What follows belongs to an exercise in optimizing a design on an open flow for small area, a short achievable clock period and few clock cycles per item; a production flow would make more cautious choices. The RTL was checked by simulation tests, not by an equivalence proof against the original design.

**flow/design.v**
```verilog
`timescale 1ns / 1ps
module reg_shift
    #(parameter WIDTH = 16,
      parameter SIZE = 32)
      (input   logic   signed     [WIDTH-1:0] sh_in,
       input   logic   [SIZE-1:0][WIDTH-1:0] p_in,
       output  logic   signed     [WIDTH-1:0] sh_out,
       output  logic   [SIZE-1:0][WIDTH-1:0] p_out,
       input   logic   unsigned   sh_en,
       input   logic   unsigned   pi_en,
       input   logic   unsigned   rst,
       input   logic   unsigned   clk
      );
    localparam [WIDTH-1:0] RESET_VAL = 'd0;
    logic   [SIZE-1:0][WIDTH-1:0] internal_data;
    always_ff @(posedge(clk) or posedge(rst)) begin : SEQ
        integer idx;
        if(rst == 1'b1) begin
           for (idx = 0; idx < SIZE; idx++) begin
              internal_data[idx] <= RESET_VAL;
           end
       end else begin
           if(pi_en == 1'b1) begin
               for (idx = 0; idx < SIZE; idx++) begin
                  internal_data[idx] <= p_in[idx];
               end
           end else if(sh_en == 1'b1) begin
               internal_data[SIZE-1] <= sh_in;
               for(idx = 1; idx < SIZE; idx++) begin
                   internal_data[SIZE-1-idx] <= internal_data[SIZE-idx];
               end
           end
       end 
    end
    assign sh_out = internal_data[0];
    assign p_out = internal_data;
endmodule
`timescale 1ns / 1ps
module mul_fix
    #(parameter w=4)
    (input   logic   signed  [w-1:0]   a,
     input   logic   signed  [w-1:0]   b,
     output  logic   signed  [w-1:0]   o
    );
    localparam  ARG_WIDTH = w;
    localparam  MUL_WIDTH = w*2-1;
    always_comb begin : COMB
        logic   signed  [MUL_WIDTH-1:0]   buffer;
        buffer  =  a*b;
        o = buffer[MUL_WIDTH-1:ARG_WIDTH-1];
    end
endmodule
`timescale 1ns / 1ps
module add_fix
    #(parameter w=4)
    (input   logic   signed  [w-1:0]   a,
     input   logic   signed  [w-1:0]   b,
     output  logic   signed  [w-1:0]   o
    );
    localparam logic signed [w*2-1:0] MIN_EXT = -(2**(w-1)) + 1;
    localparam logic signed [w*2-1:0] MAX_EXT = (2**(w-1)) - 1;
    localparam logic signed [w-1:0]   MIN_V   = -(2**(w-1)) + 1;
    localparam logic signed [w-1:0]   MAX_V   = (2**(w-1)) - 1;
    always_comb begin : COMB
        logic   signed  [w*2-1:0]   buffer;
        logic   signed  [w-1:0]   result;
        buffer  =  a+b;
        if(buffer < MIN_EXT) begin
            result = MIN_V;
        end else if(buffer > MAX_EXT) begin
            result = MAX_V;
        end else begin
            result = buffer;
        end
        o = result;
    end
endmodule
`timescale 1ns / 1ps
module mac_fix
    #(parameter w=4)
    (input   logic   clk,
     input   logic   en,
     input   logic   rst,
     input   logic   clr,
     input   logic   signed  [w-1:0]   x,
     input   logic   signed  [w-1:0]   c,
     output  logic   signed  [w-1:0]   o
    );
logic   signed  [w-1:0]   mem;
logic   signed  [w-1:0]   U0_o;
mul_fix     #(.w(w)) U0(.a(x),
           .b(c),
           .o(U0_o));
logic   signed  [w-1:0]   U1_o;
add_fix     #(.w(w)) U1(.a(mem),
           .b(U0_o),
           .o(U1_o));
always_ff @(posedge(clk) or posedge(rst)) begin : SEQ
    if( rst == 1'b1) begin
        mem <= 'd0;
    end else begin
        if(clr == 1'b1) begin
            mem <= 'd0;
        end else  if(en == 1'b1) begin
            mem <= U1_o;
        end else begin
            mem <= mem;
        end
    end
end
assign o = mem;
endmodule
`timescale 1ns / 1ps
module scaler_mul_fix
    #(parameter WIDTH = 16,
      parameter SCALE = 2)
    (input  logic   signed  [WIDTH-1:0] in,
     output logic   signed  [WIDTH-1:0] out
    );
    localparam IN_MSB_IDX = WIDTH-1;
    localparam SHAMT = $clog2(SCALE);
    localparam IN_LSB_IDX = ((IN_MSB_IDX - SHAMT) < 0) ? 0 : (IN_MSB_IDX - SHAMT);
    localparam logic signed [WIDTH-1:0] MAX_POS = (2**(WIDTH-1)) - 1;
    logic   signed  [WIDTH-1:0] sig_out;
    always_comb begin : COMB
        automatic logic unsigned [WIDTH-1:0] tmp;
        if ( in == 0 ) begin
            sig_out = in;
        end else begin
            if ( in[IN_MSB_IDX] == 1'b1) begin
                tmp = -in;
            end else begin
                tmp = in;
            end
           if ((WIDTH-1) <= SHAMT) begin
               if (tmp == 0) begin
                   tmp = 0;
               end else begin
                   tmp = MAX_POS;
               end
           end else if ( tmp[IN_MSB_IDX:IN_LSB_IDX] == 0) begin
               tmp = tmp << SHAMT;
           end else begin
               tmp = MAX_POS;
           end
           if (tmp == 0 || in[IN_MSB_IDX] == 1'b0) begin
                tmp = tmp;  
           end else begin  
                tmp = -tmp;
           end
           sig_out = tmp;
        end
    end
    assign out = sig_out;
endmodule
`timescale 1ns / 1ps
module scaler_div_fix
    #(parameter WIDTH = 16,
      parameter SCALE = 2)
    (input  logic   signed  [WIDTH-1:0] in,
     output logic   signed  [WIDTH-1:0] out
    );
    localparam IN_MSB_IDX = WIDTH-1;
    localparam SHAMT = $clog2(SCALE);
    localparam logic signed [WIDTH-1:0] MAX_POS = (2**(WIDTH-1)) - 1;
    logic   signed  [WIDTH-1:0] sig_out;
    always_comb begin : COMB
        automatic logic unsigned [WIDTH-1:0] tmp;
        if ( in == 0 ) begin
            sig_out = in;
        end else begin
            if ( in[IN_MSB_IDX] == 1'b1) begin
                tmp = -in;
            end else begin
                tmp = in;
            end
            if(((WIDTH-1) <= SHAMT)) begin
                if (tmp == 0) begin
                    tmp = 0;
                end else begin
                    tmp = 1;
                end
            end else begin
                tmp = tmp >> SHAMT;
                if(tmp == 0) begin
                    tmp = 1;
                end
            end
            if (in[IN_MSB_IDX] == 1'b0) begin
                tmp = tmp;  
            end else begin  
                tmp = -tmp;
            end
            sig_out = tmp;
        end
    end
    assign out = sig_out;
endmodule
`timescale 1ns / 1ps
module relu_fix
    #(WIDTH = 16)
    (input  logic   signed  [WIDTH-1:0] in,
     output logic   signed  [WIDTH-1:0] out
    );
    localparam [WIDTH-1:0] ZERO_VAL = 'd0;
    logic   signed  [WIDTH-1:0] sig_out;
    always_comb begin : COMB
        if(in[WIDTH-1] == 1'b0) begin
            sig_out = in;
        end else begin
            sig_out = ZERO_VAL;
        end
    end
    assign out = sig_out;
endmodule
`timescale 1ns / 1ps
module sm_relu
    #(parameter DATA_WIDTH = 8,
      parameter ADDR_WIDTH = 16,
      parameter ADDR_BASE_A = 0,
      parameter ADDR_BASE_W = 0,
      parameter ADDR_BASE_REG = 0)
    (input  logic   clk,
     input  logic   rst,
     input  logic                                   start,
     input  logic                                   reset,
     output logic   unsigned                        done,
     output logic   unsigned    [ADDR_WIDTH-1:0]    mem_addr,
     output logic   unsigned    [2:0]               r_sh_en,
     input  logic                                   arg_zero,
     output logic   unsigned    [1:0]               mac_en,
     output logic   unsigned    [1:0]               mac_clr);
    typedef enum integer {
                SI_IDLE          = 0,
                S1_L1_LD_A       = 1,
                S2_L1_LD_W       = 2,
                S3_L1_MAC_CYCLE  = 3,
                S4_L2_LA_W       = 4,
                S5_L2_MAC_CYCLE  = 5,
                S6_FINISHED      = 6
               } state_t;
    localparam  L1_NEURON_COUNT = 25;
    localparam  L2_NEURON_COUNT = 10;
    localparam  L1_A_COUNT = 401;
    localparam  L2_A_COUNT = 26;
    state_t state;
    integer a_counter;
    integer w_counter;
    logic   unsigned    [ADDR_WIDTH-1:0]     a_addr_offset;
    logic   unsigned    [ADDR_WIDTH-1:0]     w_addr_offset;
    state_t state_next;
    integer a_counter_next;
    integer w_counter_next;
    logic   unsigned    [ADDR_WIDTH-1:0]     a_addr_offset_next;
    logic   unsigned    [ADDR_WIDTH-1:0]     w_addr_offset_next;
    always_ff @(posedge(clk) or posedge(rst)) begin: SM_SEQ
        if(rst == 1'b1) begin
            a_counter <= 0;
            a_addr_offset <= 0;
            w_counter <= 0;
            w_addr_offset <= 0;
            state <= SI_IDLE;
        end else begin
            a_counter <= a_counter_next;
            a_addr_offset <= a_addr_offset_next;
            w_counter <= w_counter_next;
            w_addr_offset <= w_addr_offset_next;
            state <= state_next;
        end
    end
    always_comb begin: SM_NEXT
        a_counter_next = a_counter;
        w_counter_next = w_counter;
        a_addr_offset_next = a_addr_offset;
        w_addr_offset_next = w_addr_offset;
        state_next = state;
        case(state)
            SI_IDLE: begin
                if(start == 1'b1) begin
                   a_counter_next = 0;
                   w_counter_next = 0;
                   a_addr_offset_next = 0;
                   w_addr_offset_next = 0;
                   state_next = S1_L1_LD_A;
                end else begin 
                   state_next = SI_IDLE;
                end
            end
            S1_L1_LD_A: begin
                a_counter_next = a_counter + 1;
                a_addr_offset_next = a_addr_offset + 1;
                w_counter_next = 0;
                if(a_counter < L1_A_COUNT) begin
                    state_next = S2_L1_LD_W;
                end else begin
                    state_next = S4_L2_LA_W;
                    a_counter_next = 0;
                end
            end
            S2_L1_LD_W: begin
                if(arg_zero == 1'b1) begin
                    w_counter_next = w_counter + L1_NEURON_COUNT;
                    w_addr_offset_next = w_addr_offset_next + L1_NEURON_COUNT;
                    state_next = S1_L1_LD_A;
                end else if(w_counter < L1_NEURON_COUNT) begin
                    w_counter_next = w_counter + 1;
                    w_addr_offset_next = w_addr_offset + 1;
                    state_next = S2_L1_LD_W;
                end else begin
                    state_next = S3_L1_MAC_CYCLE;
                end
            end
            S3_L1_MAC_CYCLE: begin
                state_next = S1_L1_LD_A;
            end
            S4_L2_LA_W: begin
                if(w_counter < L2_NEURON_COUNT) begin
                    w_counter_next = w_counter + 1;
                    w_addr_offset_next = w_addr_offset + 1;
                    state_next = S4_L2_LA_W;
                end else begin
                    state_next = S5_L2_MAC_CYCLE;
                end
            end
            S5_L2_MAC_CYCLE: begin
                a_counter_next = a_counter + 1;
                if(a_counter_next < L2_A_COUNT) begin
                    w_counter_next = 0;
                    state_next = S4_L2_LA_W;
                end else begin
                    state_next = S6_FINISHED;
                end
            end
            S6_FINISHED: begin
                if(reset == 1'b0) begin
                    state_next = S6_FINISHED;
                end else begin
                    state_next = SI_IDLE;
                end
            end
        endcase
    end
    always_comb begin: SM_OUT
        done = 1'b0;
        mem_addr = {ADDR_WIDTH{1'b0}};
        r_sh_en = 3'b000;
        mac_en = 2'b00;
        mac_clr = 2'b00;
        case(state)
            SI_IDLE: begin
                mac_clr = 2'b11;
            end
            S1_L1_LD_A: begin
                mem_addr = ADDR_BASE_A + a_addr_offset;
                r_sh_en = 3'b001;
            end
            S2_L1_LD_W: begin
                mem_addr = ADDR_BASE_W + w_addr_offset;
                if(w_counter < L1_NEURON_COUNT) begin
                    r_sh_en = 3'b010;
                end
            end
            S3_L1_MAC_CYCLE: begin
                mac_en = 2'b01;
            end
            S4_L2_LA_W: begin
                mem_addr = ADDR_BASE_W + w_addr_offset;
                if(w_counter < L2_NEURON_COUNT) begin
                    r_sh_en = 3'b100;
                end
            end
            S5_L2_MAC_CYCLE: begin
                    mac_en = 2'b10;
                    mem_addr = ADDR_BASE_REG + a_counter;
            end
            S6_FINISHED: begin
                done = 1'b1;
            end
        endcase
    end
endmodule
`timescale 1ns / 1ps
module datapath_relu_fix
    #(parameter WIDTH=8,
      parameter ADDR_WIDTH = 16,
      parameter SM1_SCALE = 1,
      parameter SD1_SCALE = 1,
      parameter SM2_SCALE = 1,
      parameter L2_ONE_BIAS_VAL = 0)
    (input  logic   clk,
     input  logic   rst,
     input  logic   signed      [WIDTH-1:0]         mem_data,
     input  logic   unsigned    [ADDR_WIDTH-1:0]    l2_src_addr,
     input  logic   unsigned    [2:0]               r_sh_en,
     input  logic   unsigned    [1:0]               mac_en,
     input  logic   unsigned    [1:0]               mac_clr,
     output logic                                   arg_zero,
     output logic   [9:0][WIDTH-1:0]                out);
    logic   [0:0][WIDTH-1:0] R_ARG_p_out;
    reg_shift   #(.WIDTH(WIDTH),
                  .SIZE(1))
    R_ARG   (.sh_in(mem_data),
             .p_out(R_ARG_p_out),
             .p_in(R_ARG_p_out),
             .pi_en(1'b0),
             .sh_en(r_sh_en[0]),
             .rst(rst),
             .clk(clk));
    assign arg_zero = R_ARG_p_out[0] == 0;
    logic   [24:0][WIDTH-1:0] R1_p_out;
    reg_shift   #(.WIDTH(WIDTH),
                  .SIZE(25))
    R1  (.sh_in(mem_data),
         .p_out(R1_p_out),
         .p_in(R1_p_out),
         .pi_en(1'b0),
         .sh_en(r_sh_en[1]),
         .rst(rst),
         .clk(clk));
    logic   [24:0][WIDTH-1:0] M1_o;
    logic   [24:0][WIDTH-1:0] SM1_out;
    logic   [24:0][WIDTH-1:0] RELU1_out;
    logic   [24:0][WIDTH-1:0] SD1_out;
    generate begin : GEN_L1
        genvar gi;
        for(gi = 0; gi<25; gi=gi+1) begin
            mac_fix #(.w(WIDTH))
            MAC (.clk(clk),
                 .en(mac_en[0]),
                 .rst(rst),
                 .clr(mac_clr[0]),
                 .x(R_ARG_p_out[0]),
                 .c(R1_p_out[gi]),
                 .o(M1_o[gi]));
            scaler_mul_fix  #(.WIDTH(WIDTH),
                              .SCALE(SM1_SCALE))
            SCALER_MUL (.in(M1_o[gi]),
                 .out(SM1_out[gi]));
            relu_fix  #(.WIDTH(WIDTH))
            RELU (.in(SM1_out[gi]),
                 .out(RELU1_out[gi]));
            scaler_div_fix  #(.WIDTH(WIDTH),
                              .SCALE(SD1_SCALE))
            SCALER_DIV (.in(RELU1_out[gi]),
                 .out(SD1_out[gi]));
        end
    end
    endgenerate
    logic   [9:0][WIDTH-1:0] R2_p_out;
    reg_shift   #(.WIDTH(WIDTH),
                  .SIZE(10))
    R2  (.sh_in(mem_data),
         .p_out(R2_p_out),
         .p_in(R2_p_out),
         .pi_en(1'b0),
         .sh_en(r_sh_en[2]),
         .rst(rst),
         .clk(clk));
    logic   signed  [WIDTH-1:0] mac2_a;
    always_comb begin : MAC2_INPUT
        if(l2_src_addr == 0) begin
            mac2_a = L2_ONE_BIAS_VAL;
        end else if(l2_src_addr > 25) begin
            mac2_a = 0;
        end else begin
            mac2_a = SD1_out[l2_src_addr-1];
        end 
    end
    logic   [9:0][WIDTH-1:0] M2_o;
    logic   [9:0][WIDTH-1:0] SM2_out;
    logic   [9:0][WIDTH-1:0] RELU2_out;
    logic   [9:0][WIDTH-1:0] SD2_out;
    generate begin : GEN_L2
        genvar gi;
        for(gi = 0; gi<10; gi=gi+1)begin
            mac_fix #(.w(WIDTH))
            MAC    (.clk(clk),
                 .en(mac_en[1]),
                 .rst(rst),
                 .clr(mac_clr[1]),
                 .x(mac2_a),
                 .c(R2_p_out[gi]),
                 .o(M2_o[gi]));
            scaler_mul_fix  #(.WIDTH(WIDTH),
                              .SCALE(SM2_SCALE))
            SCALER_MUL    (.in(M2_o[gi]),
                 .out(SM2_out[gi]));
            relu_fix  #(.WIDTH(WIDTH))
            RELU    (.in(SM2_out[gi]),
                 .out(out[gi]));
        end
    end
    endgenerate
 endmodule
`timescale 1ns / 1ps
module dnn_relu_fix
    #(parameter DATA_WIDTH = 8,
      parameter ADDR_WIDTH = 16,
      parameter ADDR_BASE_A = 0,
      parameter ADDR_BASE_W = 0,
      parameter SM1_SCALE = 1,
      parameter SD1_SCALE = 1,
      parameter SM2_SCALE = 1,
      parameter L2_ONE_BIAS_VAL = 0)
     (input     logic   clk,
      input     logic   rst,
      input     logic   start,
      input     logic   reset,
      output    logic   done,
      output    logic   unsigned    [ADDR_WIDTH-1:0]    mem_addr,
      input     logic   signed      [DATA_WIDTH-1:0]    mem_data,
      output    logic   [9:0][DATA_WIDTH-1:0]    out);
    localparam ADDR_BASE_REG = 0;
    logic   unsigned    [ADDR_WIDTH-1:0]    SM_mem_addr;
    logic   unsigned    [2:0]               SM_r_sh_en;
    logic   unsigned    [1:0]               SM_mac_en;
    logic   unsigned    [1:0]               SM_mac_clr;
    logic                                   D_PATH_arg_zero;
    sm_relu #(.DATA_WIDTH(DATA_WIDTH),
              .ADDR_WIDTH(ADDR_WIDTH),
              .ADDR_BASE_A(ADDR_BASE_A),
              .ADDR_BASE_W(ADDR_BASE_W),
              .ADDR_BASE_REG(ADDR_BASE_REG))
        SM (.clk(clk),
            .rst(rst),
            .start(start),
            .reset(reset),
            .done(done),
            .mem_addr(SM_mem_addr),
            .r_sh_en(SM_r_sh_en),
            .arg_zero(D_PATH_arg_zero),
            .mac_en(SM_mac_en),
            .mac_clr(SM_mac_clr));
    assign mem_addr = SM_mem_addr;
    datapath_relu_fix   #(.WIDTH(DATA_WIDTH),
                          .ADDR_WIDTH(ADDR_WIDTH),
                          .SM1_SCALE(SM1_SCALE),
                          .SD1_SCALE(SD1_SCALE),
                          .SM2_SCALE(SM2_SCALE),
                          .L2_ONE_BIAS_VAL(L2_ONE_BIAS_VAL))
        D_PATH (.clk(clk),
                .rst(rst),
                .mem_data(mem_data),
                .l2_src_addr(SM_mem_addr),
                .r_sh_en(SM_r_sh_en),
                .arg_zero(D_PATH_arg_zero),
                .mac_en(SM_mac_en),
                .mac_clr(SM_mac_clr),
                .out(out));
 endmodule
`timescale 1ns / 1ps
module dnn_relu_fix12
     (input     logic                       clk,
      input     logic                       rst,
      input     logic                       start,
      input     logic                       reset,
      input     logic   signed      [11:0]  mem_data,
      output    logic   unsigned    [15:0]  mem_addr,
      output    logic                       done,
      output    logic               [119:0] out);
    logic   [9:0][11:0]  out_arr;
    assign out = out_arr;
    dnn_relu_fix   #(.DATA_WIDTH(12),
                     .ADDR_WIDTH(16),
                     .ADDR_BASE_A(16'h0000),
                     .ADDR_BASE_W(16'h0191),
                     .SM1_SCALE(4),
                     .SD1_SCALE(2),
                     .SM2_SCALE(16),
                     .L2_ONE_BIAS_VAL(12'b010000000000))
    DNN             (.clk(clk),
                     .rst(rst),
                     .start(start),
                     .reset(reset),
                     .done(done),
                     .mem_addr(mem_addr),
                     .mem_data(mem_data),
                     .out(out_arr)
                    );
endmodule
```
**flow/run.sh**
```bash
#!/bin/bash
# synth_recipe.tcl (not shown) runs the flow's synth.tcl, then flattens the netlist and writes it again
# the make line also repeats each setting of config.mk as NAME=value (left out here)
make -C /OpenROAD-flow-scripts/flow DESIGN_CONFIG=/design/flow/config.mk WORK_HOME=/design/flow/orfs CLKGATE_MAP_FILE= SYNTH_SCRIPT=/design/flow/synth_recipe.tcl finish
```
**flow/config.mk**
```make
export PLATFORM = sky130hd
export DESIGN_NAME = dnn_relu_fix12
export DESIGN_NICKNAME = dnn_relu_fix12
export VERILOG_FILES = /design/flow/design.v
export SDC_FILE = /design/flow/constraint.sdc
export NUM_CORES = 4
export LEC_CHECK = 0
export CAP_MARGIN = 20
export CORE_MARGIN = 2
export CORE_UTILIZATION = 40
export SLEW_MARGIN = 20
```
**flow/constraint.sdc**
```tcl
create_clock -name core_clock -period 14.0 [get_ports {clk}]
set_input_delay 2.8000 -clock core_clock [delete_from_list [all_inputs] [get_ports {clk}]]
set_output_delay 2.8000 -clock core_clock [all_outputs]
set_load 0.01 [all_outputs]
```
==> reports/metrics.yaml, run 1 <==
outcome:
  outcome: "finished clean"
place:
  gp_congestion: 1.00
  io_buffers: 142
  place_inst: 37500
  pre_cts_ws_ns: -0.686
  hpwl_um: 586000
  placed_cell_area_sq_um: 268000
setup_path:
  criticalPathCategory: "register to register"
  crit_path_max_incr_delay_ns: 0.54
  worst_path_max_delay_cell: "fa_1"
  cp.arrival_ns: 14.29
  worstSetupStartpointType: "register"
  crit_path_end_kind: "register"
  cp_max_fo: 23
  cp.required_ns: 14.78
route:
  routed_via_density: 5.42
  routed_wl_um: 778000
  drt_iter0_markers: 15200
  drcViolationCount: 0
  ant_nets: 0
  wl_per_cell_um: 20.6
  vias: 205000
  firstDrtPassIters: 9
timing:
  period_share_pct: 96.5
  final.setup.tns_ns: 0
  slew_headroom_pct: 24.8
  min_period_ns: 13.51
  setup_violations: 0
  max_freq_ghz: 0.0740
  tightest_slew_ns: 1.12
  drv_slew: 0
  finalHoldViolations: 0
  finalClockSkew_ns: 0.0919
  setup_slack_ns: 0.492
layout:
  nNetsFinal: 35900
  layout_commonest_cell: "inv_1"
  syn_to_final_growth_pct: 6.60
  drive_gt1_share_pct: 5.44
  register_area_sq_um: 23800
  fin_area_sq_um: 274000
  multiInputGateArea_sq_um: 209000
  fillCellCount: 63000
  final_cell_mix: "inv_1 (5205), fa_1 (4655), nand2_1 (4147)"
  final_cells: 37800
logic_synthesis:
  syn_area_per_cell_sq_um: 8.61
  ys_dominant_reg_cell: "dfrtp_1"
  synth.ff_latch_count: 951
  ys_warn_count: 12
  yosysUniqueCellTypes: 104
  synth_seq_area_share_pct: 9.24
  synth-edff-count: 0
  netlist_instances: 29900
  async_flop_share_pct: 100
  syn_area_sq_um: 257000
die:
  die_h_um: 806
  rows: 294
  start_util_pct: 40.2
  fp.coreArea_sq_um: 641000
  io_pins: 153
  die_w_um: 806
  dieArea_sq_um: 650000
flow_run:
  drv_cap: 0
clock_tree:
  cts_max_level: 4
  clockBufferDepth: 4
  clk_latency_ns: 0.94
  numCtsBuffers: 152
  cts_root_buf: "clkbuf_16"
  cts_tree: "yes"
  clock-sinks: 951
  cts_hold_buffers: 0
  clk_pin_slew_ns: 0.05
global_route:
  gr-total-overflow: 0
  grt_max_degree: 131
  grt_pass1_wl_um: 1240000
  track_usage_pct: 24.0
  grt_antenna_before_repair: 43
  grt_pass1_vias: 215000
worst_hold_path:
  hold_class: "register to register"
## per-stage QoR
| stage | utilization [%] | hold WS (ns) |
|---|---|---|
| after floorplan | - | 0.464 |
| after global placement | 41.8 | 0.490 |
| after detailed placement | 41.8 | 0.511 |
| after CTS | 42.7 | 0.521 |
| after global routing | 42.8 | 0.556 |
| final | 42.8 | 0.517 |
## final cells by class
class / instances / area share [%]
diodes: 17 / 0.0155
clock buffers: 193 / 1.51
clock inverters: 79 / 0.385
inverters: 5222 / 7.15
multi-input cells: 22100 / 76.1
flip-flops and latches: 951 / 8.69
well taps: 8584 / 3.91
repair buffers: 663 / 2.28
## layer usage
layer	share of wire (%)	GRT usage (%)
met2	46	38.9
met4	2.8	5.82
met1	44	33.5
met3	7.0	3.86
met5	0.049	0
## state kept, by name (all words and copies together), names as in the netlist
register and cells:
DNN.SM.state 3, DNN.D_PATH.R_ARG.internal_data 12, DNN.SM.a_counter 32, DNN.SM.w_counter 32
DNN.SM.w_addr_offset 16, DNN.D_PATH.R2.internal_data 120, DNN.SM.a_addr_offset 16, DNN.D_PATH.GEN_L2.genblk1.MAC.mem 120
DNN.D_PATH.R1.internal_data 300, DNN.D_PATH.GEN_L1.genblk1.MAC.mem 300
## kinds of logic (layout without fill, tap and decap cells)
family / Yosys count / after routing / synth area share, %
AOI/OAI and AO/OA: 4047 / 4050 / 10.2
xor gates and xnor gates: 1172 / 1172 / 3.99
adders and majority gates: 6771 / 6771 / 46.5
buffers and inverters: 6844 / 6157 / 10.1
DFF: 951 / 951 / 9.24
muxes: 554 / 554 / 2.39
other: 1 / 27 / 0.00146
and+or+nand+nor: 9566 / 9566 / 17.6
## cells in the mapped netlist (416+ instances only)
library cell  number  share of area, %
ha_1            2115                10
mux2_2           444               1.9
nand2b_1         416               1.0
fa_1            4656                36
xnor2_1          842               2.9
nor2_1          1485               2.2
inv_1           5210               7.6
dfrtp_1          951               9.2
o21ai_0         1198               2.3
nand2_1         4154               6.1
clkbuf_1        1464               2.1
and2_1          1672               4.1
a21oi_1          812               1.6
## repair_timing
action,CTS,global route
buffers inserted,2,19
cloned,1,6
gates resized for setup,9,159
pin swaps,2,21
setup endpoints to repair,109,120
## path summary, 6_finish.rpt
check,depth (start not counted),start,to,slack [ns]
max in group asynchronous,5,rst,DNN.D_PATH.R1.internal_data[207],8.81
worst max register to register,57,DNN.SM.w_addr_offset[0],DNN.D_PATH.GEN_L2.genblk1[2].MAC.mem[8],0.49
worst min register to register,1,DNN.SM.w_counter[28],DNN.SM.w_counter[28],0.52
worst min-delay path,1,DNN.SM.w_counter[28],DNN.SM.w_counter[28],0.52
worst max-delay path,57,DNN.SM.w_addr_offset[0],DNN.D_PATH.GEN_L2.genblk1[2].MAC.mem[8],0.49
min in group asynchronous,2,rst,DNN.SM.a_counter[26],2.37
## worst max-delay path, delay by kind of cell (launching register included)
kind / cells / cell delay, ns
flip-flops: 1 / 0.38
AO/OA/AOI/OAI: 22 / 4.42
buffers and inverters: 9 / 1.48
AND/OR/NAND/NOR: 10 / 1.97
XOR/XNOR: 5 / 1.00
multiplexers: 1 / 0.27
adder cells (fa/ha/maj): 10 / 3.72
Testbench counts, summed over its fixed seeds: cycles 172,436, items 48.
==> run 2: changes to the inputs <==
--- a/flow/design.v
+++ b/flow/design.v
@@ -560,21 +560,183 @@
       output    logic               [119:0] out);
-    logic   [9:0][11:0]  out_arr;
-    assign out = out_arr;
-    dnn_relu_fix   #(.DATA_WIDTH(12),
-                     .ADDR_WIDTH(16),
-                     .ADDR_BASE_A(16'h0000),
-                     .ADDR_BASE_W(16'h0191),
-                     .SM1_SCALE(4),
-                     .SD1_SCALE(2),
-                     .SM2_SCALE(16),
-                     .L2_ONE_BIAS_VAL(12'b010000000000))
-    DNN             (.clk(clk),
-                     .rst(rst),
-                     .start(start),
-                     .reset(reset),
-                     .done(done),
-                     .mem_addr(mem_addr),
-                     .mem_data(mem_data),
-                     .out(out_arr)
-                    );
+    localparam logic [15:0] BASE_W2 = 16'd10426;
+    localparam logic [2:0] M_IDLE  = 3'd0,
+                           M_L1A   = 3'd1,
+                           M_L1W   = 3'd2,
+                           M_BIAS  = 3'd3,
+                           M_L2    = 3'd4,
+                           M_FLUSH = 3'd5,
+                           M_DONE  = 3'd6;
+    function automatic logic signed [11:0] f_mul(input logic signed [11:0] a,
+                                                 input logic signed [11:0] b);
+        logic signed [23:0] p;
+        p = a * b;
+        f_mul = p[22:11];
+    endfunction
+    function automatic logic signed [11:0] f_add(input logic signed [11:0] a,
+                                                 input logic signed [11:0] b);
+        logic signed [12:0] s;
+        s = a + b;
+        if (s < -13'sd2047)     f_add = -12'sd2047;
+        else if (s > 13'sd2047) f_add = 12'sd2047;
+        else                    f_add = s[11:0];
+    endfunction
+    function automatic logic [11:0] f_hid(input logic [11:0] v);
+        if (v[11])              f_hid = 12'd0;
+        else if (v[10] | v[9])  f_hid = 12'd1023;
+        else                    f_hid = {v[10:0], 1'b0};
+    endfunction
+    function automatic logic [11:0] f_out(input logic [11:0] v);
+        if (v[11])              f_out = 12'd0;
+        else if (v[10:7] != 0)  f_out = 12'd2047;
+        else                    f_out = {v[7:0], 4'b0};
+    endfunction
+    logic [2:0]  mode;
+    logic [8:0]  n;         
+    logic [13:0] wrow;      
+    logic [4:0]  wcnt;      
+    logic [4:0]  ph;        
+    logic [4:0]  jn;        
+    logic        clr;       
+    logic [3:0]  kcnt;      
+    logic [15:0] addr_q;
+    logic        wv_d, wv_p;           
+    logic        bv_d;                 
+    logic        l2v_d, l2v_p;         
+    logic        l2f_d, l2f_p;         
+    logic        fin_d, fin_p, fin_a;  
+    logic signed [11:0] d_q;     
+    logic signed [11:0] na;      
+    logic signed [11:0] cur_a;   
+    logic signed [11:0] p_q;     
+    logic signed [11:0] acc2;
+    logic [24:0][11:0]  ring;
+    logic [9:0][11:0]   ob;
+    assign mem_addr = addr_q;
+    assign out = ob;
+    wire        pend   = (n != 9'd0) && (na != 12'sd0);
+    wire [4:0]  ph_inc = (ph == 5'd24) ? 5'd0 : ph + 5'd1;
+    wire [4:0]  jn_inc = (jn == 5'd24) ? 5'd0 : jn + 5'd1;
+    wire [15:0] waddr  = {2'b00, wrow} + {11'd0, jn};
+    always_ff @(posedge clk or posedge rst) begin : CTRL
+        if (rst) begin
+            mode  <= M_IDLE;
+            done  <= 1'b0;
+            wv_d  <= 1'b0;
+            wv_p  <= 1'b0;
+            bv_d  <= 1'b0;
+            l2v_d <= 1'b0;
+            l2v_p <= 1'b0;
+            l2f_d <= 1'b0;
+            l2f_p <= 1'b0;
+            fin_d <= 1'b0;
+            fin_p <= 1'b0;
+            fin_a <= 1'b0;
+        end else begin
+            wv_d  <= (mode == M_L1W);
+            wv_p  <= wv_d;
+            bv_d  <= (mode == M_BIAS) && (wcnt < 5'd10);
+            l2v_d <= (mode == M_L2);
+            l2v_p <= l2v_d;
+            l2f_d <= (mode == M_L2) && (ph == 5'd0);
+            l2f_p <= l2f_d;
+            fin_d <= (mode == M_L2) && (ph == 5'd24) && (kcnt == 4'd9);
+            fin_p <= fin_d;
+            fin_a <= fin_p;
+            case (mode)
+                M_IDLE:  if (start) mode <= M_L1A;
+                M_L1A:   if (pend) mode <= M_L1W;
+                         else if (n == 9'd401) mode <= M_BIAS;
+                M_L1W:   if (wcnt == 5'd24) mode <= (n == 9'd401) ? M_BIAS : M_L1A;
+                M_BIAS:  if (wcnt >= 5'd9 && ph == 5'd24) mode <= M_L2;
+                M_L2:    if (ph == 5'd24 && kcnt == 4'd9) mode <= M_FLUSH;
+                M_FLUSH: if (fin_a) begin
+                             mode <= M_DONE;
+                             done <= 1'b1;
+                         end
+                M_DONE:  if (reset) begin
+                             mode <= M_IDLE;
+                             done <= 1'b0;
+                         end
+                default: mode <= M_IDLE;
+            endcase
+        end
+    end
+    always_ff @(posedge clk) begin : CNT
+        ph <= ph_inc;
+        jn <= jn_inc;
+        if (ph == 5'd24) clr <= 1'b0;
+        case (mode)
+            M_IDLE: begin
+                n      <= 9'd0;
+                wrow   <= 14'd376;
+                addr_q <= 16'd0;
+                ph     <= 5'd0;
+                jn     <= 5'd3;
+                clr    <= 1'b1;
+            end
+            M_L1A: begin
+                wcnt <= 5'd0;
+                if (pend) begin
+                    addr_q <= waddr;
+                end else if (n == 9'd401) begin
+                    addr_q <= BASE_W2;
+                end else begin
+                    n      <= n + 9'd1;
+                    wrow   <= wrow + 14'd25;
+                    addr_q <= {7'd0, n + 9'd1};
+                end
+            end
+            M_L1W: begin
+                wcnt <= wcnt + 5'd1;
+                if (wcnt == 5'd24) begin
+                    wcnt <= 5'd0;
+                    if (n == 9'd401) begin
+                        addr_q <= BASE_W2;
+                    end else begin
+                        n      <= n + 9'd1;
+                        wrow   <= wrow + 14'd25;
+                        addr_q <= {7'd0, n + 9'd1};
+                    end
+                end else begin
+                    addr_q <= waddr;
+                end
+            end
+            M_BIAS: begin
+                kcnt <= 4'd0;
+                if (wcnt < 5'd10) wcnt <= wcnt + 5'd1;
+                if (wcnt >= 5'd9 && ph == 5'd24) addr_q <= BASE_W2 + 16'd10;
+                else if (wcnt < 5'd9) addr_q <= addr_q + 16'd1;
+            end
+            M_L2: begin
+                if (ph == 5'd24) begin
+                    kcnt   <= kcnt + 4'd1;
+                    addr_q <= addr_q - 16'd239;
+                end else begin
+                    addr_q <= addr_q + 16'd10;
+                end
+            end
+            default: ;
+        endcase
+    end
+    wire signed [11:0] prod = f_mul(cur_a, d_q);
+    wire signed [11:0] head = ring[0];
+    wire signed [11:0] ring_in = f_add(clr ? 12'sd0 : head, wv_p ? p_q : 12'sd0);
+    wire signed [11:0] acc2_in = f_add(l2f_p ? ob[0] : acc2, p_q);
+    always_ff @(posedge clk) begin : DP
+        d_q <= mem_data;
+        if (mode == M_L1A) na <= mem_data;
+        if (mode == M_L1A && pend) cur_a <= na;
+        else if (mode == M_L2) cur_a <= f_hid(head);
+        p_q <= prod;
+        ring[23:0] <= ring[24:1];
+        ring[24]   <= ring_in;
+        if (l2v_p) acc2 <= acc2_in;
+        if (bv_d) begin
+            ob[8:0] <= ob[9:1];
+            ob[9]   <= {d_q[11], d_q[11:1]};
+        end else if ((l2v_p && l2f_p) || fin_a) begin
+            ob[8:0] <= ob[9:1];
+            ob[9]   <= f_out(acc2);
+        end
+    end
 endmodule
==> run 2 against run 1 <==
Effect of this change:
- utilization grew 5.0 points
- clock skew down 0.048 ns
- register-to-register slack better by 7.6 ns
- critical path depth fell by 40
- area after synthesis down 91%
==> reports/metrics.yaml, run 2 <==
setup_path:
  ff2ff_setup_slack_ns: 8.09  # +7.59 ns
  cp_max_fo: 9  # -61%
  cp-startpoint: "d_q[11]"
  criticalPathCategory: "register to register"
  cp_common_cell: "fa_1"
  cp.arrival_ns: 6.38  # -7.91 ns
  crit_path_end_kind: "register"
  cp_cell_sequence: "clkinv_1 > nor2_1 > fa_1 > fa_1 > fa_1 > fa_1 > inv_1 > fa_1 > inv_1 > ha_1 > a21o_1 > o21ai_0 > or3_1 > nand3_1 > o31a_1 > a311oi_1 > xnor2_1"
  cp-endpoint: "p_q[11]"
  r2r-end: "p_q[11]"
  crit_path_max_incr_delay_ns: 0.55  # about the same
  reg2regPathDepth: 17  # -70%
  worstSetupStartpointType: "register"
  reg2reg_from: "d_q[11]"
  worst_path_max_delay_cell: "fa_1"
  cp.required_ns: 14.47  # -0.31 ns
place:
  placed_cell_area_sq_um: 25200  # -91%
  hpwl_um: 35000  # -94%
  gp_congestion: 0.842  # -16%
  place_inst: 2705  # -93%
  io_buffers: 152  # +7.0%
logic_synthesis:
  syn_area_per_cell_sq_um: 12.4  # +44%
  yosysTopAreaCell: "dfxtp_1"
  yosysUniqueCellTypes: 68  # -35%
  syn_area_sq_um: 22900  # -91%
  yosysMostFrequentCell: "dfxtp_1"
  synth_top_area_share_pct: 29.3  # -6.9 points
  synth_area_leaders: "dfxtp_1 (29%), edfxtp_1 (27%), fa_1 (12%), ha_1 (5.0%), inv_1 (3.2%)"
  ys_dominant_reg_cell: "dfxtp_1"
  synth.ff_latch_count: 553  # -42%
  synth_seq_area_share_pct: 57.6  # +48 points
  async_flop_share_pct: 2.53  # -97 points
  synth_top_cells_by_count: "dfxtp_1 (335), edfxtp_1 (204), inv_1 (197), nand2_1 (148), fa_1 (135)"
  ys_warn_count: 1  # -11
  netlist_instances: 1852  # -94%
  synth-edff-count: 204  # +204
route:
  vias: 13800  # -93%
  routed_via_density: 4.91  # -9.4%
  wl_per_cell_um: 17.0  # -17%
  ant_nets: 0  # unchanged
  drcViolationCount: 0  # unchanged
  drt_iter0_markers: 904  # -94%
  routed_wl_um: 47700  # -94%
  firstDrtPassIters: 7  # -2
layout:
  antenna-diode-count: 0  # -17
  register_area_sq_um: 13200  # -45%
  fillCellCount: 4960  # -92%
  multiInputGateArea_sq_um: 8740  # -96%
  top_regs: "ring (300), ob (120), addr_q (16)"
  final_cell_mix: "dfxtp_1 (335), edfxtp_1 (204), inv_1 (197)"
  syn_to_final_growth_pct: 18.1
  final_cells: 2804  # -93%
  largest_register: "ring"
  nNetsFinal: 2248  # -94%
  fin_area_sq_um: 27000  # -90%
  largest_reg_flops: 300
  layout_commonest_cell: "dfxtp_1"
  drive_gt1_share_pct: 6.15  # +0.72 points
  finish.utilization_pct: 47.8  # +5.0 points
global_route:
  track_usage_pct: 16.2  # -7.8 points
  grt_pass1_wl_um: 75800  # -94%
  met1_usage_pct: 22.4  # -11 points
  grt_pass1_vias: 13900  # -94%
  met2_usage_pct: 25.6  # -13 points
  grt_max_degree: 74  # -44%
  top_usage_layer: "met2"
  grt_antenna_before_repair: 1  # -98%
  grt_use_met3_pct: 3.14  # -0.72 points
  gr-total-overflow: 0  # unchanged
timing:
  drv_slew: 0  # unchanged
  max_freq_ghz: 0.169  # +130%
  setup_violations: 0  # unchanged
  tightest_slew_ns: 0.972  # -0.148 ns
  period_share_pct: 42.2  # -54 points
  finalHoldViolations: 0  # unchanged
  min_period_ns: 5.91  # -7.59 ns
  final.setup.tns_ns: 0  # unchanged
  finalClockSkew_ns: 0.0442  # -0.0477 ns
  rsz0062_at_grt: "no"
  slew_headroom_pct: 35.1  # +10 points
clock_tree:
  clock-sinks: 553  # -42%
  cts.repair.resized: 0  # -9
  cts_max_level: 2  # -2
  clk_latency_ns: 0.61  # -0.33 ns
  post_cts_buffers: 0  # -2
  numCtsBuffers: 55  # -64%
  clockBufferDepth: 3  # -1
  cts_hold_buffers: 0  # unchanged
  clk_pin_slew_ns: 0.06  # about the same
  cts_root_buf: "clkbuf_16"
  cts_tree: "yes"
die:
  die_w_um: 243  # -70%
  start_util_pct: 40.5  # +0.35 points
  dieArea_sq_um: 59100  # -91%
  rows: 87  # -70%
  io_pins: 153  # unchanged
  die_h_um: 243  # -70%
  fp.coreArea_sq_um: 56500  # -91%
worst_hold_path:
  hold_class: "register to register"
  worstHoldStart: "ring[96]"
outcome:
  outcome: "finished clean"
flow_run:
  drv_cap: 0  # unchanged
-- run 2: critical path: cells and delay by family (launching register included) --
kind                     cells  cell delay (ns)
adder cells (fa/ha/maj)      6             2.94
AO/OA/AOI/OAI                4             1.10
AND/OR/NAND/NOR              3             0.60
flip-flops                   1             0.50
buffers and inverters        3             0.49
XOR/XNOR                     1             0.13
-- run 2: kinds of logic after synthesis --
family / share of synthesized area [%]
flops: 57.6
simple gates: 9.81
buf+inv: 4.23
compound gates: 7.37
fa+ha+maj: 17.3
xor+xnor: 3.06
mux: 0.591
-- run 2: per-stage QoR --
step	worst slack [ns]	hold slack, ns
global placement	8.32	0.310
detailed placement	8.17	0.312
floorplan	8.86	0.310
global route	7.86	0.308
finish	8.09	0.304
CTS	8.10	0.306
-- run 2: how the worst min path moves through the flow --
| stage | to | slack (ns) | cells past startpoint |
|---|---|---|---|
| finish | ring[84] | 0.30 | 0 |
| floorplan | ring[0] | 0.31 | 0 |
| CTS | ring[84] | 0.31 | 0 |
| global placement | ring[53] | 0.31 | 0 |
| global route | ring[26] | 0.31 | 0 |
| detailed placement | ring[257] | 0.31 | 0 |
-- run 2: area by class of cell --
class	instances	share of cell area [%]
inverter	198	2.75
sequential	553	48.8
clock buffer	70	5.68
multi-input combinational	1041	32.4
timing repair buffer	157	5.77
clock inverter	29	1.13
tap	756	3.50
-- run 2: routing by layer --
metal | up-vias | routed length (um)
met5 | - | 0
met4 | 0 | 1170
met3 | 72 | 2890
met2 | 383 | 21700
met1 | 6777 | 22000
li1 | 6533 | -
Testbench counts of run 2, summed over its fixed seeds: cycles 146,890, items 48.
==> run 3: changes to the inputs <==
--- a/flow/design.v
+++ b/flow/design.v
@@ -568,8 +568,2 @@
                            M_DONE  = 3'd6;
-    function automatic logic signed [11:0] f_mul(input logic signed [11:0] a,
-                                                 input logic signed [11:0] b);
-        logic signed [23:0] p;
-        p = a * b;
-        f_mul = p[22:11];
-    endfunction
     function automatic logic signed [11:0] f_add(input logic signed [11:0] a,
@@ -601,7 +595,7 @@
     logic [15:0] addr_q;
-    logic        wv_d, wv_p;           
-    logic        bv_d;                 
-    logic        l2v_d, l2v_p;         
-    logic        l2f_d, l2f_p;         
-    logic        fin_d, fin_p, fin_a;  
+    logic        wv_d, wv_m, wv_p;             
+    logic        bv_d;                         
+    logic        l2v_d, l2v_m, l2v_p;          
+    logic        l2f_d, l2f_m, l2f_p;          
+    logic        fin_d, fin_m, fin_p, fin_a;   
     logic signed [11:0] d_q;     
@@ -624,2 +618,3 @@
             wv_d  <= 1'b0;
+            wv_m  <= 1'b0;
             wv_p  <= 1'b0;
@@ -627,6 +622,9 @@
             l2v_d <= 1'b0;
+            l2v_m <= 1'b0;
             l2v_p <= 1'b0;
             l2f_d <= 1'b0;
+            l2f_m <= 1'b0;
             l2f_p <= 1'b0;
             fin_d <= 1'b0;
+            fin_m <= 1'b0;
             fin_p <= 1'b0;
@@ -635,10 +633,14 @@
             wv_d  <= (mode == M_L1W);
-            wv_p  <= wv_d;
+            wv_m  <= wv_d;
+            wv_p  <= wv_m;
             bv_d  <= (mode == M_BIAS) && (wcnt < 5'd10);
             l2v_d <= (mode == M_L2);
-            l2v_p <= l2v_d;
+            l2v_m <= l2v_d;
+            l2v_p <= l2v_m;
             l2f_d <= (mode == M_L2) && (ph == 5'd0);
-            l2f_p <= l2f_d;
+            l2f_m <= l2f_d;
+            l2f_p <= l2f_m;
             fin_d <= (mode == M_L2) && (ph == 5'd24) && (kcnt == 4'd9);
-            fin_p <= fin_d;
+            fin_m <= fin_d;
+            fin_p <= fin_m;
             fin_a <= fin_p;
@@ -664,2 +666,3 @@
     always_ff @(posedge clk) begin : CNT
+        addr_q <= addr_q + 16'd1;
         ph <= ph_inc;
@@ -673,3 +676,3 @@
                 ph     <= 5'd0;
-                jn     <= 5'd3;
+                jn     <= 5'd4;
                 clr    <= 1'b1;
@@ -707,3 +710,2 @@
                 if (wcnt >= 5'd9 && ph == 5'd24) addr_q <= BASE_W2 + 16'd10;
-                else if (wcnt < 5'd9) addr_q <= addr_q + 16'd1;
             end
@@ -720,3 +722,9 @@
     end
-    wire signed [11:0] prod = f_mul(cur_a, d_q);
+    wire signed [5:0]  w_hi = d_q[11:6];
+    wire signed [6:0]  w_lo = {1'b0, d_q[5:0]};
+    wire signed [17:0] pm_hi = cur_a * w_hi;
+    wire signed [17:0] pm_lo = cur_a * w_lo;
+    logic signed [16:0] m_hi;
+    logic signed [11:0] m_lo;
+    wire signed [16:0] m_sum = m_hi + {{5{m_lo[11]}}, m_lo};
     wire signed [11:0] head = ring[0];
@@ -729,3 +737,5 @@
         else if (mode == M_L2) cur_a <= f_hid(head);
-        p_q <= prod;
+        m_hi <= pm_hi[16:0];
+        m_lo <= pm_lo[17:6];
+        p_q  <= m_sum[16:5];
         ring[23:0] <= ring[24:1];
==> run 3 against run 2 <==
Effect of this change:
- die area rose by 3.2%
- hold slack improved by 0.0075 ns
- first-iteration DRC count fell by 7.3%
- count of clock-buffer cells in the layout rose by 12
- routed wire length barely moved
- sequential share of layout area rose by 0.17 points
- area after synthesis rose by 3.2%
- critical endpoint is now m_lo[11]
==> reports/metrics.yaml, run 3 <==
logic_synthesis:
  syn_area_sq_um: 23600  # +3.2%
  yosysMostFrequentCell: "dfxtp_1"
  synth_area_leaders: "dfxtp_1 (32%), edfxtp_1 (24%), fa_1 (8.4%), ha_1 (6.5%), and2_1 (3.3%)"
  ys_dominant_reg_cell: "dfxtp_1"
  netlist_instances: 1896  # +2.4%
  synth_top_area_share_pct: 32.1  # +2.8 points
  synth_top_cells_by_count: "dfxtp_1 (379), edfxtp_1 (189), inv_1 (129), and2_1 (125), ha_1 (123)"
  yosysUniqueCellTypes: 75  # +10%
  async_flop_share_pct: 3.07  # +0.54 points
  synth_seq_area_share_pct: 58.1  # +0.44 points
  ys_warn_count: 1  # unchanged
  synth.ff_latch_count: 586  # +6.0%
  yosysTopAreaCell: "dfxtp_1"
  syn_area_per_cell_sq_um: 12.5  # +0.84%
  synth-edff-count: 189  # -7.4%
layout:
  final_cell_mix: "dfxtp_1 (379), edfxtp_1 (189), clkdlybuf4s50_1 (152)"
  finish.utilization_pct: 47.7  # -0.10 points
  largest_register: "ring"
  drive_gt1_share_pct: 6.45  # +0.30 points
  top_regs: "ring (300), ob (120), m_hi (17)"
  layout_commonest_cell: "dfxtp_1"
  largest_reg_flops: 300  # unchanged
  syn_to_final_growth_pct: 18.5
  antenna-diode-count: 0  # unchanged
  nNetsFinal: 2297  # +2.2%
global_route:
  grt_pass1_wl_um: 75900  # +0.13%
  grt_max_degree: 70  # -5.4%
  grt_pass1_vias: 14200  # +1.9%
  gr-total-overflow: 0  # unchanged
  track_usage_pct: 15.8  # -0.39 points
  grt_antenna_before_repair: 0  # -1
setup_path:
  worstSetupStartpointType: "register"
  criticalPathCategory: "register to register"
  cp_cell_sequence: "nand2_1 > fa_1 > inv_1 > fa_1 > fa_1 > inv_1 > fa_1 > inv_1 > ha_1 > or3_1 > or4_1 > a21oi_2 > o31ai_2 > o31ai_4 > mux2i_1 > a221o_1"
  worst_path_max_delay_cell: "dfxtp_1"
  cp_common_cell: "fa_1"
  cp_max_fo: 13  # +4
  cp-startpoint: "d_q[3]"
  cp.required_ns: 14.48  # about the same
  cp.arrival_ns: 5.56  # -0.82 ns
  reg2regPathDepth: 16  # -1
  reg2reg_from: "d_q[3]"
  crit_path_max_incr_delay_ns: 0.57  # +0.02 ns
  cp-endpoint: "m_lo[11]"
  r2r-end: "m_lo[11]"
  ff2ff_setup_slack_ns: 8.92  # +0.84 ns
  crit_path_end_kind: "register"
clock_tree:
  cts_max_level: 2  # unchanged
  clk_latency_ns: 0.63  # +0.02 ns
  clockBufferDepth: 3  # unchanged
  cts_hold_buffers: 0  # unchanged
  clock-sinks: 586  # +6.0%
  post_cts_buffers: 0  # unchanged
  cts.repair.resized: 0  # unchanged
  clk_pin_slew_ns: 0.06  # about the same
  cts_root_buf: "clkbuf_16"
  numCtsBuffers: 59  # +7.3%
  cts_tree: "yes"
die:
  die_h_um: 247  # +1.6%
  fp.coreArea_sq_um: 58700  # +3.9%
  dieArea_sq_um: 61000  # +3.2%
  rows: 89  # +2.3%
  start_util_pct: 40.2  # -0.25 points
  io_pins: 153  # unchanged
  die_w_um: 247  # +1.6%
route:
  wl_per_cell_um: 16.6  # -2.6%
  drcViolationCount: 0  # unchanged
  ant_nets: 0  # unchanged
  firstDrtPassIters: 5  # -2
  routed_wl_um: 47700  # about the same
  drt_iter0_markers: 838  # -7.3%
  routed_via_density: 4.92  # +0.18%
  vias: 14200  # +2.9%
place:
  io_buffers: 152  # unchanged
  hpwl_um: 34900  # -0.20%
  gp_congestion: 0.875  # +3.9%
timing:
  finalClockSkew_ns: 0.0396  # -0.00463 ns
  setup_violations: 0  # unchanged
  drv_slew: 0  # unchanged
  final.setup.tns_ns: 0  # unchanged
  rsz0062_at_grt: "no"
  min_period_ns: 5.08  # -0.836 ns
  max_freq_ghz: 0.197  # +16%
  slew_headroom_pct: 34.6  # -0.46 points
  tightest_slew_ns: 0.971  # -0.000965 ns
  finalHoldViolations: 0  # unchanged
  period_share_pct: 36.3  # -6.0 points
outcome:
  outcome: "finished clean"
worst_hold_path:
  hold_class: "register to register"
flow_run:
  drv_cap: 0  # unchanged
## run 3: cell count changes in the layout (fill, tap and decap cells not counted), moves of 20 or more
cell and change:
nor2_1 +20, ha_1 +32, and2_1 +59, inv_1 -68, dfxtp_1 +44, fa_1 -36
xnor2_1 +27, nand2_1 -71
## run 3: metal layers
layer | global-route usage [%] | up-vias | routed length (um)
li1 | - | 6844 | -
met1 | 20.8 | 6904 | 21600
met2 | 26.3 | 350 | 22400
met3 | 3.01 | 71 | 2570
met4 | 4.91 | 0 | 1200
met5 | 0 | - | 0
## run 3: worst min path at each step
stage	from	endpoint	slack, ns	cells after the start
floorplan	ring[12]	ring[0]	0.31	0
global placement	ring[190]	ring[178]	0.31	0
detailed placement	ring[156]	ring[144]	0.31	0
CTS	ring[244]	ring[232]	0.31	0
global route	ring[19]	ring[7]	0.32	0
finish	ring[170]	ring[158]	0.31	0
## run 3: cells by family after synthesis
group | after synthesis | share of synthesized area [%]
simple gates | 489 | 10.9
xor+xnor | 110 | 4.08
compound gates | 273 | 7.71
buf+inv | 185 | 2.95
fa+ha+maj | 236 | 15.5
flops | 586 | 58.1
mux | 17 | 0.789
## run 3: area by class of cell
| cell class | count | area [sq um] |
|---|---|---|
| Fill cell | 5122 | 30700 |
| Sequential cell | 586 | 13700 |
| Multi-Input combinational cell | 1125 | 9230 |
| Clock buffer | 82 | 1760 |
| Timing Repair Buffer | 157 | 1560 |
| Tap cell | 773 | 967 |
| Inverter | 130 | 488 |
| Clock inverter | 28 | 285 |
## run 3: critical path: cells and delay by family (launching register included)
kind / cells / cell delay (ns)
fa+ha+maj: 5 / 2.29
compound gates: 4 / 0.83
flops: 1 / 0.57
mux: 1 / 0.11
buf+inv: 3 / 0.15
simple gates: 3 / 0.97
## run 3: through the flow
step / worst slack, ns / std cells / cell area [sq um] / hold WS, ns
finish: 8.92 / 2881 / 28000 / 0.311
floorplan: 9.23 / 1896 / 23600 / 0.310
global placement: 9.06 / 2771 / 26000 / 0.310
global route: 8.67 / 2881 / 28000 / 0.320
CTS: 8.93 / 2881 / 28000 / 0.311
detailed placement: 8.98 / 2771 / 26000 / 0.312
Testbench counts of run 3, summed over its fixed seeds: cycles 146,938, items 48.
==> run 4: changes to the inputs <==
==> flow/flow/run.sh (new file) <==
#!/bin/bash
set -euo pipefail
export BUFFER_PORTS_ARGS="-buffer_cell sky130_fd_sc_hd__buf_2"
bash standard.sh finish > flow_make.log 2>&1
==> flow/standard.sh (new file) <==
#!/bin/bash
# synth_recipe.tcl (not shown) runs the flow's synth.tcl, then flattens the netlist and writes it again
# the make line also repeats each setting of config.mk as NAME=value (left out here)
make -C /OpenROAD-flow-scripts/flow DESIGN_CONFIG=/design/flow/config.mk WORK_HOME=/design/flow/orfs CLKGATE_MAP_FILE= SYNTH_SCRIPT=/design/flow/synth_recipe.tcl "${@:-finish}"
removed: flow/run.sh
==> run 4 against run 3 <==
Effect of this change:
- maximum frequency is essentially flat
- routed wire length shrank 0.44%
- non-clock buffer count shrank 1
- sequential share of layout area grew 1.6 points
- first-iteration DRC count shrank 2.1%
- hold slack gained 0.0044 ns
- global-route usage shrank 0.14 points
- die area is the same
- critical endpoint unchanged
==> reports/metrics.yaml, run 4 <==
die:
  fp.coreArea_sq_um: 58700  # unchanged
  io_pins: 153  # unchanged
  start_util_pct: 40.2  # unchanged
  die_w_um: 247  # unchanged
  rows: 89  # unchanged
  dieArea_sq_um: 61000  # unchanged
  die_h_um: 247  # unchanged
route:
  routed_via_density: 4.93  # +0.20%
  firstDrtPassIters: 5  # unchanged
  drcViolationCount: 0  # unchanged
  vias: 14200  # +0.13%
  routed_wl_um: 47500  # -0.44%
  wl_per_cell_um: 16.5  # -0.37%
  ant_nets: 0  # unchanged
  drt_iter0_markers: 820  # -2.1%
layout:
  largest_reg_flops: 300  # unchanged
  finish.utilization_pct: 46.2  # -1.5 points
  drive_gt1_share_pct: 13.5  # +7.0 points
  final_cell_mix: "dfxtp_1 (379), edfxtp_1 (189), buf_2 (152)"
  syn_to_final_growth_pct: 14.9
  fillCellCount: 5269  # +2.9%
  largest_register: "ring"
  nNetsFinal: 2295  # -0.087%
  layout_commonest_cell: "dfxtp_1"
  top_regs: "ring (300), ob (120), m_hi (17)"
  antenna-diode-count: 0  # unchanged
  final_cells: 2879  # -0.069%
  fin_area_sq_um: 27100  # -3.1%
timing:
  slew_headroom_pct: 28.4  # -6.2 points
  setup_violations: 0  # unchanged
  drv_slew: 0  # unchanged
  finalHoldViolations: 0  # unchanged
  min_period_ns: 5.08  # +0.00180 ns
  whs_ns: 0.316  # +0.00437 ns
  finalClockSkew_ns: 0.0177  # -0.0218 ns
  rsz0062_at_grt: "no"
  tightest_slew_ns: 1.06  # +0.0916 ns
  period_share_pct: 36.3  # about the same
  setup_slack_ns: 8.92  # -0.00180 ns
  final.setup.tns_ns: 0  # unchanged
  max_freq_ghz: 0.197  # about the same
place:
  placed_cell_area_sq_um: 25200  # -3.0%
  gp_congestion: 0.861  # -1.6%
  io_buffers: 152  # unchanged
  place_inst: 2770  # -0.036%
  pre_cts_ws_ns: 8.94  # -0.0347 ns
  hpwl_um: 34900  # about the same
logic_synthesis:
  synth_seq_area_share_pct: 58.1  # unchanged
  synth_area_leaders: "dfxtp_1 (32%), edfxtp_1 (24%), fa_1 (8.4%), ha_1 (6.5%), and2_1 (3.3%)"
  syn_area_sq_um: 23600  # unchanged
  ys_warn_count: 1  # unchanged
  yosysTopAreaCell: "dfxtp_1"
  yosysMostFrequentCell: "dfxtp_1"
  async_flop_share_pct: 3.07  # unchanged
  syn_area_per_cell_sq_um: 12.5  # unchanged
  synth.ff_latch_count: 586  # unchanged
  yosysUniqueCellTypes: 75  # unchanged
  ys_dominant_reg_cell: "dfxtp_1"
  synth_top_cells_by_count: "dfxtp_1 (379), edfxtp_1 (189), inv_1 (129), and2_1 (125), ha_1 (123)"
  synth-edff-count: 189  # unchanged
  netlist_instances: 1896  # unchanged
  synth_top_area_share_pct: 32.1  # unchanged
clock_tree:
  cts_max_level: 2  # unchanged
  cts_tree: "yes"
  clk_pin_slew_ns: 0.06  # about the same
  cts_root_buf: "clkbuf_16"
  post_cts_buffers: 0  # unchanged
  clk_latency_ns: 0.62  # about the same
  clockBufferDepth: 3  # unchanged
  numCtsBuffers: 58  # -1.7%
  cts_hold_buffers: 0  # unchanged
  cts.repair.resized: 0  # unchanged
  clock-sinks: 586  # unchanged
global_route:
  gr-total-overflow: 0  # unchanged
  grt_use_met3_pct: 3.39  # +0.38 points
  track_usage_pct: 15.7  # -0.14 points
  met2_usage_pct: 26.1  # -0.27 points
  top_usage_layer: "met2"
  grt_pass1_vias: 14100  # -0.44%
  grt_pass1_wl_um: 75600  # -0.35%
  grt_max_degree: 70  # unchanged
  grt_antenna_before_repair: 2  # +2
  met1_usage_pct: 20.6  # -0.17 points
setup_path:
  cp.required_ns: 14.50  # +0.02 ns
  crit_path_end_kind: "register"
  worstSetupStartpointType: "register"
  cp.arrival_ns: 5.58  # +0.02 ns
  cp_max_fo: 13  # unchanged
  criticalPathCategory: "register to register"
worst_hold_path:
  hold_class: "register to register"
outcome:
  outcome: "finished clean"
flow_run:
  drv_cap: 0  # unchanged
## run 4: cell count changes in the layout (fill, tap and decap cells not counted), sizes merged
cell | before | now
clkdlybuf4s50 | 152 | 0
bufinv | 3 | 2
buf | 5 | 156
clkinvlp | 1 | 3
clkinv | 18 | 19
clkbuf | 82 | 81
inv | 136 | 134
## run 4: layer usage
layer / up-vias / routed length (um)
met5: - / 11
met4: 2 / 1170
met3: 81 / 2490
met2: 320 / 22400
met1: 6938 / 21500
li1: 6846 / -
## run 4: final timing paths
path / startpoint / end / slack (ns) / depth (start not counted)
max reg2reg: d_q[2] / m_lo[11] / 8.92 / 16
min in group asynchronous: rst / mode[2] / 2.31 / 2
max in group asynchronous: rst / wv_p / 11.26 / 2
max: d_q[2] / m_lo[11] / 8.92 / 16
min: ring[62] / ring[50] / 0.32 / 0
min reg2reg: ring[62] / ring[50] / 0.32 / 0
## run 4: logic make-up (layout without fill, tap and decap cells)
family	Yosys count	after routing	synth area share [%]
flops	586	586	58.1
simple gates	489	489	10.9
compound gates	273	273	7.71
fa+ha+maj	236	236	15.5
buf+inv	185	395	2.95
xor+xnor	110	110	4.08
mux	17	17	0.789
## run 4: cell type report
| type | count | area, sq um | share of cell area [%] |
|---|---|---|---|
| flip-flops and latches | 586 | 13700 | 50.5 |
| multi-input cells | 1125 | 9230 | 34.0 |
| clock buffers | 81 | 1680 | 6.20 |
| well taps | 773 | 967 | 3.57 |
| repair buffers | 156 | 791 | 2.91 |
| inverters | 130 | 488 | 1.80 |
| clock inverters | 28 | 262 | 0.964 |
## run 4: worst max-delay path, cell delays in order (launching register included)
cell	delay [ns]
dfxtp_1	0.63
nand2_1	0.15
fa_1	0.53
inv_1	0.05
fa_1	0.46
fa_1	0.54
inv_1	0.05
fa_1	0.52
inv_1	0.04
ha_1	0.21
or3_1	0.38
or4_1	0.43
a21oi_2	0.17
o31ai_2	0.15
o31ai_4	0.27
mux2i_1	0.12
a221o_1	0.26

-- separate check: timing with driven ports --
The flow's constraints put no driver on any port. The routed layouts listed below were extracted and timed again, unchanged, in two steps.
Step 1 sets driving cells, clkbuf_16 on the clock port and buf_2 on the other inputs (assumed; they add their load-dependent delay and slew).
Step 2 also shifts input and output timing later by t, the mid clock arrival at the registers, as if the neighbouring blocks saw the same clock.
a / b / c = ideal / step 1 / step 2; a / b = the first two.
| run | t, ns | slack for setup (ns) | hold slack, ns | worst register clock-pin slew, ns | cell pins on the clock port's net |
|---|---|---|---|---|---|
| run 1 | 1.026 | 0.492 / 0.492 / 0.492 | 0.517 / 0.517 / 0.517 | 0.07 / 0.07 | 1 |
| run 2 | 0.653 | 8.086 / 8.086 / 8.086 | 0.304 / 0.304 / 0.304 | 0.07 / 0.07 | 1 |
| run 3 | 0.668 | 8.922 / 8.922 / 8.922 | 0.311 / 0.311 / 0.311 | 0.07 / 0.07 | 1 |
| run 4 | 0.672 | 8.920 / 8.920 / 8.920 | 0.316 / 0.316 / 0.316 | 0.06 / 0.06 | 1 |
After both steps setup and hold are still met in every run listed.
